From an optimization exercise on the open Yosys and OpenROAD flow, aimed at small area; shortcuts taken in it are not production practice.
The flow treats the clock pin as an ideal source. Dropping or thinning the clock tree relies on that and would not hold on a real chip.
Power and IR drop assume default switching activity.

==> module psram_controller, before the edit <==
module psram_controller #(
    parameter PSRAM_FRE  = 200_000_000,
    parameter LATENCY    = 5,
    parameter BIT_WIDTH  = 16,
    parameter BURST_LEN  = 32,
    parameter WARP_MODE  = "Wrap",
    parameter RW_METHOD  = "Linear"
) (
    input                               ram_clk,
    input                               ram_rst,
    input                               ram_en,
    input                               rw_ctrl,
    input   [31:0]                      addr_in,
    input   [BIT_WIDTH * 2 - 1 : 0]     ram_data_in,
    output                              init_cable_complete,
    output                              ctrl_idle,
    output  reg                         psram_clk,
    output                              psram_ce,
    output                              dq_en,
    output      [BIT_WIDTH - 1 : 0]     dq_out_hi,
    output      [BIT_WIDTH - 1 : 0]     dq_out_lo,
    input       [BIT_WIDTH - 1 : 0]     dq_in_hi,
    input       [BIT_WIDTH - 1 : 0]     dq_in_lo,
    output                              dm_en,
    output      [1 : 0]                 dm_out_hi,
    output      [1 : 0]                 dm_out_lo,
    input       [1 : 0]                 dm_in_hi,
    input       [1 : 0]                 dm_in_lo,
    output  reg [BIT_WIDTH * 2 - 1 : 0] ram_data_out,
    output  reg                         ram_rd_valid,
    output                              ram_wr_valid
);
localparam [14:0] L_RST = 15'h3edb;
localparam [14:0] L_INV = 15'h2aaa;
localparam [3:0] S_IDLE  = 4'b0000;
localparam [3:0] S_RST   = 4'b0001;
localparam [3:0] S_RW    = 4'b0011;
localparam [3:0] S_C0    = 4'b0100;
localparam [3:0] S_C1    = 4'b0101;
localparam [3:0] S_C2    = 4'b0110;
localparam [3:0] S_WAIT  = 4'b1000;
localparam [3:0] S_W2IR  = 4'b0010;
localparam [3:0] S_W2IW  = 4'b0111;
localparam [3:0] S_INITR = 4'b1110;
localparam [3:0] S_INITW = 4'b1111;
localparam [3:0] S_RD    = 4'b1100;
localparam [3:0] S_WR    = 4'b1101;
localparam [3:0] S_DONE  = 4'b1001;
localparam [3:0] S_RDL   = 4'b1010;
reg [3:0]  st;
reg [14:0] lq;
wire [14:0] lf = lq ^ L_INV;
reg [31:0] wd;
wire idle_s  = (st == S_IDLE);
wire rst_s   = (st == S_RST);
wire rw_s    = (st == S_RW);
wire c0_s    = (st == S_C0);
wire c1_s    = (st == S_C1);
wire c2_s    = (st == S_C2);
wire cfg_s   = c0_s | c1_s | c2_s;
wire wait_s  = (st == S_WAIT);
wire w2ir_s  = (st == S_W2IR);
wire w2iw_s  = (st == S_W2IW);
wire initr_s = (st == S_INITR);
wire initw_s = (st == S_INITW);
wire init_s  = initr_s | initw_s;
wire wr_s    = (st == S_WR);
wire rd_s    = (st == S_RD);
wire rdl_s   = (st == S_RDL);
wire done_s  = (st == S_DONE);
wire idle_end = idle_s & (&lf[11:0]);
wire rst_end  = rst_s & ~lf[1];
wire rw_end   = rw_s & ((lf & 15'h2c83) == 15'h0481);
wire cfg_end  = cfg_s & lf[8];
wire init_end = (initw_s & lf[5]) | (initr_s & lf[1]);
wire xfer_end = (wr_s | rd_s) & lf[14];
wire done_end = done_s & lf[3];
wire lf_clr = rw_end | cfg_end | wait_s | w2ir_s | w2iw_s | init_end | xfer_end | done_end |
              rdl_s | (rd_s & ~ram_rd_valid);
wire [14:0] lf_nx = lf_clr ? 15'd0 : {lf[13:0], ~(lf[14] ^ lf[13])};
reg [3:0] st_nx;
always @(*) begin
    st_nx = st;
    case (st)
        S_IDLE:  if (idle_end) st_nx = S_RST;
        S_RST:   if (rst_end)  st_nx = S_RW;
        S_RW:    if (rw_end)   st_nx = S_C0;
        S_C0:    if (cfg_end)  st_nx = S_C1;
        S_C1:    if (cfg_end)  st_nx = S_C2;
        S_C2:    if (cfg_end)  st_nx = S_WAIT;
        S_WAIT:  if (ram_en)   st_nx = rw_ctrl ? S_W2IW : S_W2IR;
        S_W2IR:  st_nx = S_INITR;
        S_W2IW:  st_nx = S_INITW;
        S_INITR: if (init_end) st_nx = S_RD;
        S_INITW: if (init_end) st_nx = S_WR;
        S_WR:    if (xfer_end) st_nx = S_DONE;
        S_RD:    if (xfer_end) st_nx = S_RDL;
        S_RDL:   st_nx = S_DONE;
        S_DONE:  if (done_end) st_nx = S_WAIT;
        default: st_nx = S_IDLE;
    endcase
end
wire cs0 = ~lf[0];
wire cs1 = lf[0] & ~lf[1];
wire cs2 = lf[1] & ~lf[2];
wire cs3 = lf[2] & ~lf[3];
wire cfg_act = cfg_s & ~lf[3];
wire [7:0] kbyte =
    ({8{rst_s | rw_s}} & 8'hff) |
    ({8{cfg_s & cs0}} & 8'hc0) |
    ({8{c1_s & cs2}} & 8'h04) |
    ({8{c2_s & cs2}} & 8'h08) |
    ({8{c0_s & cs3}} & 8'h09) |
    ({8{c1_s & cs3}} & 8'h40) |
    ({8{c2_s & cs3}} & 8'h41) |
    ({8{init_s & cs0}} & 8'h20) |
    ({8{initw_s & cs0}} & 8'h80);
wire a1 = init_s & cs1;
wire a2 = init_s & cs2;
assign dm_en = wr_s;
assign dq_out_hi = {wd[31:24] & {8{dm_en}},
                    (wd[23:16] & {8{dm_en}}) | kbyte |
                    ({8{a1}} & addr_in[31:24]) | ({8{a2}} & addr_in[15:8])};
assign dq_out_lo = {wd[15:8] & {8{dm_en}},
                    (wd[7:0] & {8{dm_en}}) | kbyte |
                    ({8{a1}} & addr_in[23:16]) | ({8{a2}} & addr_in[7:0])};
assign ctrl_idle = ~(init_s | wr_s | rd_s | rdl_s | done_s);
assign init_cable_complete = wait_s | w2ir_s | w2iw_s | ~ctrl_idle;
assign psram_ce = ~(rst_s | cfg_act | init_s | wr_s | rd_s | rdl_s);
assign dq_en = (rst_s & ~lf[13]) | cfg_act | (init_s & ~lf[2]) | wr_s;
wire rd_nx = (st_nx == S_RD) | (st_nx == S_RDL);
assign ram_wr_valid = (st_nx == S_WR);
wire beat = rd_nx & (dm_in_lo[0] ^ dm_in_lo[1]);
always @(posedge ram_clk or negedge ram_rst) begin
    if (!ram_rst) begin
        st <= S_IDLE;
        lq <= L_RST ^ L_INV;
        psram_clk <= 1'b0;
        ram_rd_valid <= 1'b0;
    end else begin
        st <= st_nx;
        lq <= lf_nx ^ L_INV;
        psram_clk <= ~psram_ce | rw_s;
        ram_rd_valid <= beat;
    end
end
always @(posedge ram_clk) begin
    wd   <= ram_data_in;
end
always @(posedge ram_clk or negedge ram_rst) begin
    if (!ram_rst) ram_data_out <= 32'd0;
    else if (beat) ram_data_out <= {dq_in_hi, dq_in_lo};
end
assign dm_out_hi = 2'b00;
assign dm_out_lo = 2'b00;
endmodule
clock: 5.0 ns
lec_check: 0
cap_margin: 20
core_margin: 2
core_utilization: 40
gpl_timing_driven: 0
place_density: 0.6
slew_margin: 20
standard.sh (not shown) runs the stock make flow with config.mk's settings and CLKGATE_MAP_FILE= SYNTH_SCRIPT=/design/flow/synth_recipe.tcl, a recipe that flattens the netlist after the stock synthesis.
==> flow/flow/run.sh <==
#!/bin/bash
# Layout flow: the standard ORFS flow (standard.sh), run from a copy of
# the ORFS scripts folder with three files changed:
#  - abc_area.script (from flow/abc_area.script): ABC maps the logic for
#    area only, with no timing-driven buffering or upsizing;
#  - global_place.tcl: after the port buffers are added, the reset port's
#    buffer is made a buf_4 (flow/reset_buffer.tcl) so that it drives the
#    registers' reset pins without a buffer tree;
set -euo pipefail
here=$(pwd)
s="$here/orfs_scripts"
rm -rf "$s"
cp -r "$FLOW_HOME/scripts" "$s"
cp "$here/flow/abc_area.script" "$s/abc_area.script"
cp "$here/flow/clock_tree.tcl" "$s/my_clock_tree.tcl"
sed -i 's|^log_cmd clock_tree_synthesis .*$|source $::env(SCRIPTS_DIR)/my_clock_tree.tcl|' "$s/cts.tcl"
grep -q '^source $::env(SCRIPTS_DIR)/my_clock_tree.tcl$' "$s/cts.tcl"
cp "$here/flow/reset_buffer.tcl" "$s/my_reset_buffer.tcl"
sed -i 's|^\( *\)buffer_ports {\*}\[env_var_or_empty BUFFER_PORTS_ARGS\]$|&\n\1source $::env(SCRIPTS_DIR)/my_reset_buffer.tcl|' "$s/global_place.tcl"
grep -q 'source $::env(SCRIPTS_DIR)/my_reset_buffer.tcl$' "$s/global_place.tcl"
bash standard.sh "SCRIPTS_DIR=$s" ABC_AREA=1 synth > make_synth.log 2>&1
bash standard.sh "SCRIPTS_DIR=$s" \
  "BUFFER_PORTS_ARGS=-buffer_cell sky130_fd_sc_hd__buf_1" SKIP_REPAIR_TIE_FANOUT=1 REMOVE_ABC_BUFFERS=1 \
  finish > make_finish.log 2>&1
Other scripts of this flow, unchanged in this note and not shown: flow/flow/abc_area.script, flow/flow/clock_tree.tcl, flow/flow/reset_buffer.tcl
Next try:
--- a/flow/design.v
+++ b/flow/design.v
@@ -37,21 +37,21 @@
 localparam [3:0] S_RW    = 4'b0011;
 localparam [3:0] S_C0    = 4'b0100;
 localparam [3:0] S_C1    = 4'b0101;
 localparam [3:0] S_C2    = 4'b0110;
 localparam [3:0] S_WAIT  = 4'b1000;
-localparam [3:0] S_W2IR  = 4'b0010;
-localparam [3:0] S_W2IW  = 4'b0111;
+localparam [3:0] S_W2IR  = 4'b1010;
+localparam [3:0] S_W2IW  = 4'b1011;
 localparam [3:0] S_INITR = 4'b1110;
 localparam [3:0] S_INITW = 4'b1111;
 localparam [3:0] S_RD    = 4'b1100;
 localparam [3:0] S_WR    = 4'b1101;
 localparam [3:0] S_DONE  = 4'b1001;
-localparam [3:0] S_RDL   = 4'b1010;
 reg [3:0]  st;
 reg [14:0] lq;
 wire [14:0] lf = lq ^ L_INV;
+reg        v_d;
 reg [31:0] wd;
 wire idle_s  = (st == S_IDLE);
 wire rst_s   = (st == S_RST);
 wire rw_s    = (st == S_RW);
 wire c0_s    = (st == S_C0);
@@ -64,21 +64,20 @@
 wire initr_s = (st == S_INITR);
 wire initw_s = (st == S_INITW);
 wire init_s  = initr_s | initw_s;
 wire wr_s    = (st == S_WR);
 wire rd_s    = (st == S_RD);
-wire rdl_s   = (st == S_RDL);
 wire done_s  = (st == S_DONE);
 wire idle_end = idle_s & (&lf[11:0]);
 wire rst_end  = rst_s & ~lf[1];
 wire rw_end   = rw_s & ((lf & 15'h2c83) == 15'h0481);
 wire cfg_end  = cfg_s & lf[8];
 wire init_end = (initw_s & lf[5]) | (initr_s & lf[1]);
 wire xfer_end = (wr_s | rd_s) & lf[14];
 wire done_end = done_s & lf[3];
-wire lf_clr = rw_end | cfg_end | wait_s | w2ir_s | w2iw_s | init_end | xfer_end | done_end |
-              rdl_s | (rd_s & ~ram_rd_valid);
+wire lf_clr = rw_end | cfg_end | w2ir_s | w2iw_s | init_end | xfer_end |
+              (rd_s & ~v_d);
 wire [14:0] lf_nx = lf_clr ? 15'd0 : {lf[13:0], ~(lf[14] ^ lf[13])};
 reg [3:0] st_nx;
 always @(*) begin
     st_nx = st;
     case (st)
@@ -92,12 +91,11 @@
         S_W2IR:  st_nx = S_INITR;
         S_W2IW:  st_nx = S_INITW;
         S_INITR: if (init_end) st_nx = S_RD;
         S_INITW: if (init_end) st_nx = S_WR;
         S_WR:    if (xfer_end) st_nx = S_DONE;
-        S_RD:    if (xfer_end) st_nx = S_RDL;
-        S_RDL:   st_nx = S_DONE;
+        S_RD:    if (xfer_end) st_nx = S_DONE;
         S_DONE:  if (done_end) st_nx = S_WAIT;
         default: st_nx = S_IDLE;
     endcase
 end
 wire cs0 = ~lf[0];
@@ -122,15 +120,15 @@
                     (wd[23:16] & {8{dm_en}}) | kbyte |
                     ({8{a1}} & addr_in[31:24]) | ({8{a2}} & addr_in[15:8])};
 assign dq_out_lo = {wd[15:8] & {8{dm_en}},
                     (wd[7:0] & {8{dm_en}}) | kbyte |
                     ({8{a1}} & addr_in[23:16]) | ({8{a2}} & addr_in[7:0])};
-assign ctrl_idle = ~(init_s | wr_s | rd_s | rdl_s | done_s);
+assign ctrl_idle = ~(init_s | wr_s | rd_s | done_s);
 assign init_cable_complete = wait_s | w2ir_s | w2iw_s | ~ctrl_idle;
-assign psram_ce = ~(rst_s | cfg_act | init_s | wr_s | rd_s | rdl_s);
+assign psram_ce = ~(rst_s | cfg_act | init_s | wr_s | rd_s);
 assign dq_en = (rst_s & ~lf[13]) | cfg_act | (init_s & ~lf[2]) | wr_s;
-wire rd_nx = (st_nx == S_RD) | (st_nx == S_RDL);
+wire rd_nx = (st_nx == S_RD);
 assign ram_wr_valid = (st_nx == S_WR);
 wire beat = rd_nx & (dm_in_lo[0] ^ dm_in_lo[1]);
 always @(posedge ram_clk or negedge ram_rst) begin
     if (!ram_rst) begin
         st <= S_IDLE;
@@ -143,10 +141,11 @@
         psram_clk <= ~psram_ce | rw_s;
         ram_rd_valid <= beat;
     end
 end
 always @(posedge ram_clk) begin
+    v_d  <= ram_rd_valid;
     wd   <= ram_data_in;
 end
 always @(posedge ram_clk or negedge ram_rst) begin
     if (!ram_rst) ram_data_out <= 32'd0;
     else if (beat) ram_data_out <= {dq_in_hi, dq_in_lo};
Via count stays flat; final cell count came out lower by 1.4%; final area went down by 0.77%; clock skew is lower by 0.013 ns; total power shrinks by 56%; combinational power came out lower by 96%; worst setup slack is better by 0.18 ns; routed wire length rises by 3.8%.
No run of this note included a check of the RTL's function; only the layout flow was run. In every run of this note, the design's own scripts or RTL, not TritonCTS, make the clock network.

==> port drivers added, routing unchanged <==
The results above use ideal ports. As a check the final layouts listed here were re-extracted and re-timed, cells and wires unchanged.
Step 1 (the two cells are an assumption about what drives the block):
set clk [get_ports {ram_clk}]
set_driving_cell -lib_cell sky130_fd_sc_hd__clkbuf_16 $clk
set_driving_cell -lib_cell sky130_fd_sc_hd__buf_2 [delete_from_list [all_inputs] $clk]
Step 2 also shifts input and output timing later by t, the mid clock arrival at the registers, as if the neighbouring blocks saw the same clock.
Three values: ideal ports, drivers, drivers and shift; two values: the first two.
run | t (ns) | setup WS [ns] | worst setup path after step 2 | slew at the worst register clock pin (ns) | pins driven straight from the clock port
the first run | 0.464 | 0.483 / 0.456 / 0.616 | register to register | 0.12 / 0.12 | 1
the second run | 0.491 | 0.663 / 0.635 / 0.779 | input to register | 0.11 / 0.11 | 1
After both steps every run listed still meets setup and hold.
